Background: an optimization exercise with open tools, aiming at small area, a short achievable clock period and few clock cycles. Do not read the settings as production practice. At most, simulation tests tie the RTL to the original design; equivalence was not proved. Power and IR drop assume default switching activity.

// fpu
module fpu(
    input  logic [31:0] op_A_in,
    input  logic [31:0] op_B_in,
    input  logic clk,
    input  logic reset,
    input  logic start,
    output logic [31:0] data_out,
    output logic [3:0]  status_out,
    output logic done
);
Size in the first run: roughly 1,900 cells after synthesis, roughly 100 I/O pins, ~0.010 sq mm of cells after synthesis.
==> module fpu, before the edit <==
module fpu(
    input  logic [31:0] op_A_in,
    input  logic [31:0] op_B_in,
    input  logic clk,
    input  logic reset,
    input  logic start,
    output logic [31:0] data_out,
    output logic [3:0]  status_out,
    output logic done
);
    logic [7:0]  ea, eb, e_l, gt, eq;
    logic [8:0]  d_ab, d_ba;
    logic [4:0]  sh;
    logic        a_ge_e, e_eq, fa_lt, a_big, s_l, eff_sub, swap_f, big;
    logic [25:0] m_a, m_b, m_l, m_s, m_s_sh, lost_mask;
    logic        sticky;
    logic [26:0] x, y, g, p, gg, pp, sum;
    always_comb begin
        ea   = op_A_in[30:23];
        eb   = op_B_in[30:23];
        m_a  = {|ea, op_A_in[22:0], 2'b00};
        m_b  = {|eb, op_B_in[22:0], 2'b00};
        d_ab = {1'b0, ea} - {1'b0, eb};
        d_ba = {1'b0, eb} - {1'b0, ea};
        gt = ea & ~eb;
        eq = ~(ea ^ eb);
        for (int l = 0; l < 3; l++)
            for (int i = 0; i < 8; i += 2 << l) begin
                gt[i] = gt[i + (1 << l)] | (eq[i + (1 << l)] & gt[i]);
                eq[i] = eq[i + (1 << l)] & eq[i];
            end
        a_ge_e = gt[0] | eq[0];
        e_eq   = eq[0];
        fa_lt  = op_A_in[22:0] < op_B_in[22:0];
        e_l  = a_ge_e ? ea  : eb;
        m_l  = a_ge_e ? m_a : m_b;
        m_s  = a_ge_e ? m_b : m_a;
        sh   = a_ge_e ? ea[4:0] - eb[4:0] : eb[4:0] - ea[4:0];
        a_big = e_eq ? ~fa_lt : a_ge_e;
        s_l   = a_big ? op_A_in[31] : op_B_in[31];
        eff_sub = op_A_in[31] ^ op_B_in[31];
        swap_f  = eff_sub & e_eq & fa_lt;
        big       = a_ge_e ? d_ab[7:0] > 8'd24 : d_ba[7:0] > 8'd24;
        m_s_sh    = big ? 26'd0 : (m_s >> sh);
        lost_mask = big ? 26'h3ffffff : ~(26'h3ffffff << sh);
        sticky    = |(m_s & lost_mask);
        x = {1'b0, m_l};
        y = {1'b0, m_s_sh} ^ {27{eff_sub}};
        g = x & y;
        p = x ^ y;
        gg = g;
        pp = p;
        gg[0] = g[0] | (p[0] & eff_sub & ~swap_f);
        for (int l = 0; l < 5; l++)
            for (int i = 26; i >= (1 << l); i--) begin
                gg[i] = gg[i] | (pp[i] & gg[i - (1 << l)]);
                pp[i] = pp[i] & pp[i - (1 << l)];
            end
        sum = (p ^ {27{swap_f}}) ^ {gg[25:0], eff_sub & ~swap_f};
    end
    logic [26:0] r;
    logic [7:0]  e_q;
    logic        s_q, sticky_q;
    always_ff @(posedge clk) begin
        r        <= sum;
        e_q      <= e_l;
        s_q      <= s_l;
        sticky_q <= sticky;
    end
    always_ff @(posedge clk or negedge reset) begin
        if (!reset) done <= 1'b0;
        else        done <= start;
    end
    logic        zero, left, c_out, uf, ovf;
    logic [25:0] w, n0, n1, n2, n3, n4, keep;
    logic [23:0] ca;
    logic [22:0] inc, f_out;
    logic [4:0]  k;
    logic [7:0]  e_p1, e_p2, e_nr, e_left, e_out;
    always_comb begin
        zero = ~|r;
        left = ~r[26] & ~r[25];
        w  = r[26] ? r[26:1] : r[25:0];
        ca = w[25:2];
        for (int l = 0; l < 5; l++)
            for (int i = 0; i < 24; i++)
                if (i[l]) ca[i] = ca[i] & ca[((i >> (l + 1)) << (l + 1)) + (1 << l) - 1];
        inc   = w[24:2] ^ ({ca[21:0], 1'b1} & {23{w[0]}});
        c_out = w[0] & ca[23];
        e_p1  = e_q + 8'd1;
        e_p2  = e_q + 8'd2;
        e_nr  = (r[26] & c_out) ? e_p2 : (r[26] | c_out) ? e_p1 : e_q;
        k[4] = ~|r[25:10]; n1 = k[4] ? {r[9:0], 16'd0} : r[25:0];
        k[3] = ~|n1[25:18]; n2 = k[3] ? {n1[17:0], 8'd0} : n1;
        k[2] = ~|n2[25:22]; n3 = k[2] ? {n2[21:0], 4'd0} : n2;
        k[1] = ~|n3[25:24]; n4 = k[1] ? {n3[23:0], 2'd0} : n3;
        k[0] = ~n4[25];     n0 = k[0] ? {n4[24:0], 1'd0} : n4;
        e_left = e_q - {3'd0, k};
        keep = ~(26'h3ffffff >> e_q);
        uf   = ~r[26] & ~|(r[25:0] & keep);
        ovf  = (&e_q) | (~left & ((e_q == 8'd254 & (r[26] | c_out)) | (e_q == 8'd253 & r[26] & c_out)));
        e_out = left ? e_left : e_nr;
        f_out = left ? n0[24:2] : inc;
        if (zero) begin
            data_out = 32'd0;                   status_out = 4'b0001;
        end else if (ovf) begin
            data_out = {s_q, 8'hFF, 23'd0};     status_out = 4'b0100;
        end else if (uf) begin
            data_out = 32'd0;                   status_out = 4'b1000;
        end else begin
            data_out = {s_q, e_out, f_out};
            status_out = (w[0] && !left) || sticky_q ? 4'b0010 : 4'b0001;
        end
    end
endmodule
==> flow/config.mk <==
export PLATFORM = sky130hd
export DESIGN_NAME = fpu
export DESIGN_NICKNAME = fpu
export VERILOG_FILES = /design/flow/design.v
export SDC_FILE = /design/flow/constraint.sdc
export NUM_CORES = 4
export LEC_CHECK = 0
export ABC_AREA = 1
export CAP_MARGIN = 20
export CORE_MARGIN = 2
export CORE_UTILIZATION = 45
export GPL_TIMING_DRIVEN = 0
export SETUP_SLACK_MARGIN = 3.3
export SLEW_MARGIN = 20
==> flow/constraint.sdc <==
create_clock -name core_clock -period 10.0 [get_ports {clk}]
set_input_delay 2.0000 -clock core_clock [delete_from_list [all_inputs] [get_ports {clk}]]
set_output_delay 2.0000 -clock core_clock [all_outputs]
set_load 0.01 [all_outputs]
standard.sh (not shown) runs the stock make flow with config.mk's settings and CLKGATE_MAP_FILE= SYNTH_SCRIPT=/design/flow/synth_recipe.tcl, a recipe that flattens the netlist after the stock synthesis.
==> flow/flow/run.sh <==
#!/bin/bash
# The standard layout, with plain buffers (sky130_fd_sc_hd__buf_1) on the
# ports in place of the delay cells that buffer_ports picks by default.
set -euo pipefail
export BUFFER_PORTS_ARGS="-buffer_cell sky130_fd_sc_hd__buf_1"
bash standard.sh > standard_make.log 2>&1
Testbench counts at the start, summed over its fixed seeds: cycles 3,200.
Change:
--- a/flow/design.v
+++ b/flow/design.v
@@ -42,23 +42,23 @@
         swap_f  = eff_sub & e_eq & fa_lt;
         big       = a_ge_e ? d_ab[7:0] > 8'd24 : d_ba[7:0] > 8'd24;
         m_s_sh    = big ? 26'd0 : (m_s >> sh);
         lost_mask = big ? 26'h3ffffff : ~(26'h3ffffff << sh);
         sticky    = |(m_s & lost_mask);
-        x = {1'b0, m_l};
-        y = {1'b0, m_s_sh} ^ {27{eff_sub}};
+        x = {1'b0, m_l} ^ {27{eff_sub}};
+        y = {1'b0, m_s_sh};
         g = x & y;
         p = x ^ y;
         gg = g;
         pp = p;
-        gg[0] = g[0] | (p[0] & eff_sub & ~swap_f);
+        gg[0] = g[0] | (p[0] & swap_f);
         for (int l = 0; l < 5; l++)
             for (int i = 26; i >= (1 << l); i--) begin
                 gg[i] = gg[i] | (pp[i] & gg[i - (1 << l)]);
                 pp[i] = pp[i] & pp[i - (1 << l)];
             end
-        sum = (p ^ {27{swap_f}}) ^ {gg[25:0], eff_sub & ~swap_f};
+        sum = (p ^ {27{eff_sub & ~swap_f}}) ^ {gg[25:0], swap_f};
     end
     logic [26:0] r;
     logic [7:0]  e_q;
     logic        s_q, sticky_q;
     always_ff @(posedge clk) begin
@@ -74,11 +74,11 @@
     logic        zero, left, c_out, uf, ovf;
     logic [25:0] w, n0, n1, n2, n3, n4, keep;
     logic [23:0] ca;
     logic [22:0] inc, f_out;
     logic [4:0]  k;
-    logic [7:0]  e_p1, e_p2, e_nr, e_left, e_out;
+    logic [7:0]  e_p1, e_p2, e_nr, e_left, e_out, e4, e3, e2, e1;
     always_comb begin
         zero = ~|r;
         left = ~r[26] & ~r[25];
         w  = r[26] ? r[26:1] : r[25:0];
         ca = w[25:2];
@@ -89,15 +89,19 @@
         c_out = w[0] & ca[23];
         e_p1  = e_q + 8'd1;
         e_p2  = e_q + 8'd2;
         e_nr  = (r[26] & c_out) ? e_p2 : (r[26] | c_out) ? e_p1 : e_q;
         k[4] = ~|r[25:10]; n1 = k[4] ? {r[9:0], 16'd0} : r[25:0];
+        e4 = k[4] ? e_q - 8'd16 : e_q;
         k[3] = ~|n1[25:18]; n2 = k[3] ? {n1[17:0], 8'd0} : n1;
+        e3 = k[3] ? e4 - 8'd8 : e4;
         k[2] = ~|n2[25:22]; n3 = k[2] ? {n2[21:0], 4'd0} : n2;
+        e2 = k[2] ? e3 - 8'd4 : e3;
         k[1] = ~|n3[25:24]; n4 = k[1] ? {n3[23:0], 2'd0} : n3;
+        e1 = k[1] ? e2 - 8'd2 : e2;
         k[0] = ~n4[25];     n0 = k[0] ? {n4[24:0], 1'd0} : n4;
-        e_left = e_q - {3'd0, k};
+        e_left = k[0] ? e1 - 8'd1 : e1;
         keep = ~(26'h3ffffff >> e_q);
         uf   = ~r[26] & ~|(r[25:0] & keep);
         ovf  = (&e_q) | (~left & ((e_q == 8'd254 & (r[26] | c_out)) | (e_q == 8'd253 & r[26] & c_out)));
         e_out = left ? e_left : e_nr;
         f_out = left ? n0[24:2] : inc;
After rerunning: Die area stays flat. Setup slack degrades by 120 ps. Routed wire length came out lower by a few percent. Via count came out lower by a few percent. Clock power came out lower by a few percent. Maximum frequency came out lower slightly. Power came out lower by a little under a tenth. Cell count came out lower by a few percent. Non-clock buffer count came out higher by 6. Design area came out higher slightly. Clock-buffer cell count does not change. Core utilization came out higher by 0.42 points.
Only the layout flow was run in the second run of this note; the RTL was not checked for function there.

port drivers added, routing unchanged:
How much do the figures lean on ideal ports? The routed layouts below were timed once more, with nothing changed but the port constraints. Step 1 sets driving cells, clkbuf_16 on the clock port and buf_2 on the other inputs (assumed; they add their load-dependent delay and slew). Step 2 adds t to the input delays and takes it off the output delays; t is the mean of the earliest and latest rising clock arrival at the registers after step 1. Input paths then give back, and output paths get back, about the clock's delay inside the block. Slacks: ideal / step 1 / step 2; pairs: ideal / step 1.
run	shift t [ns]	setup WS [ns]	latest minus earliest clock arrival (ns)	slew at the worst register clock pin (ns)
the first run	0.329	3.582 / 3.595 / 3.266	0.007 / 0.008	0.06 / 0.06
the second run	0.321	3.458 / 3.472 / 3.151	0.005 / 0.006	0.06 / 0.06
After both steps every run listed still meets setup and hold. The setup slack of the first run, which loses most, moves by +0.013 ns with the drivers and by -0.316 ns with both steps.
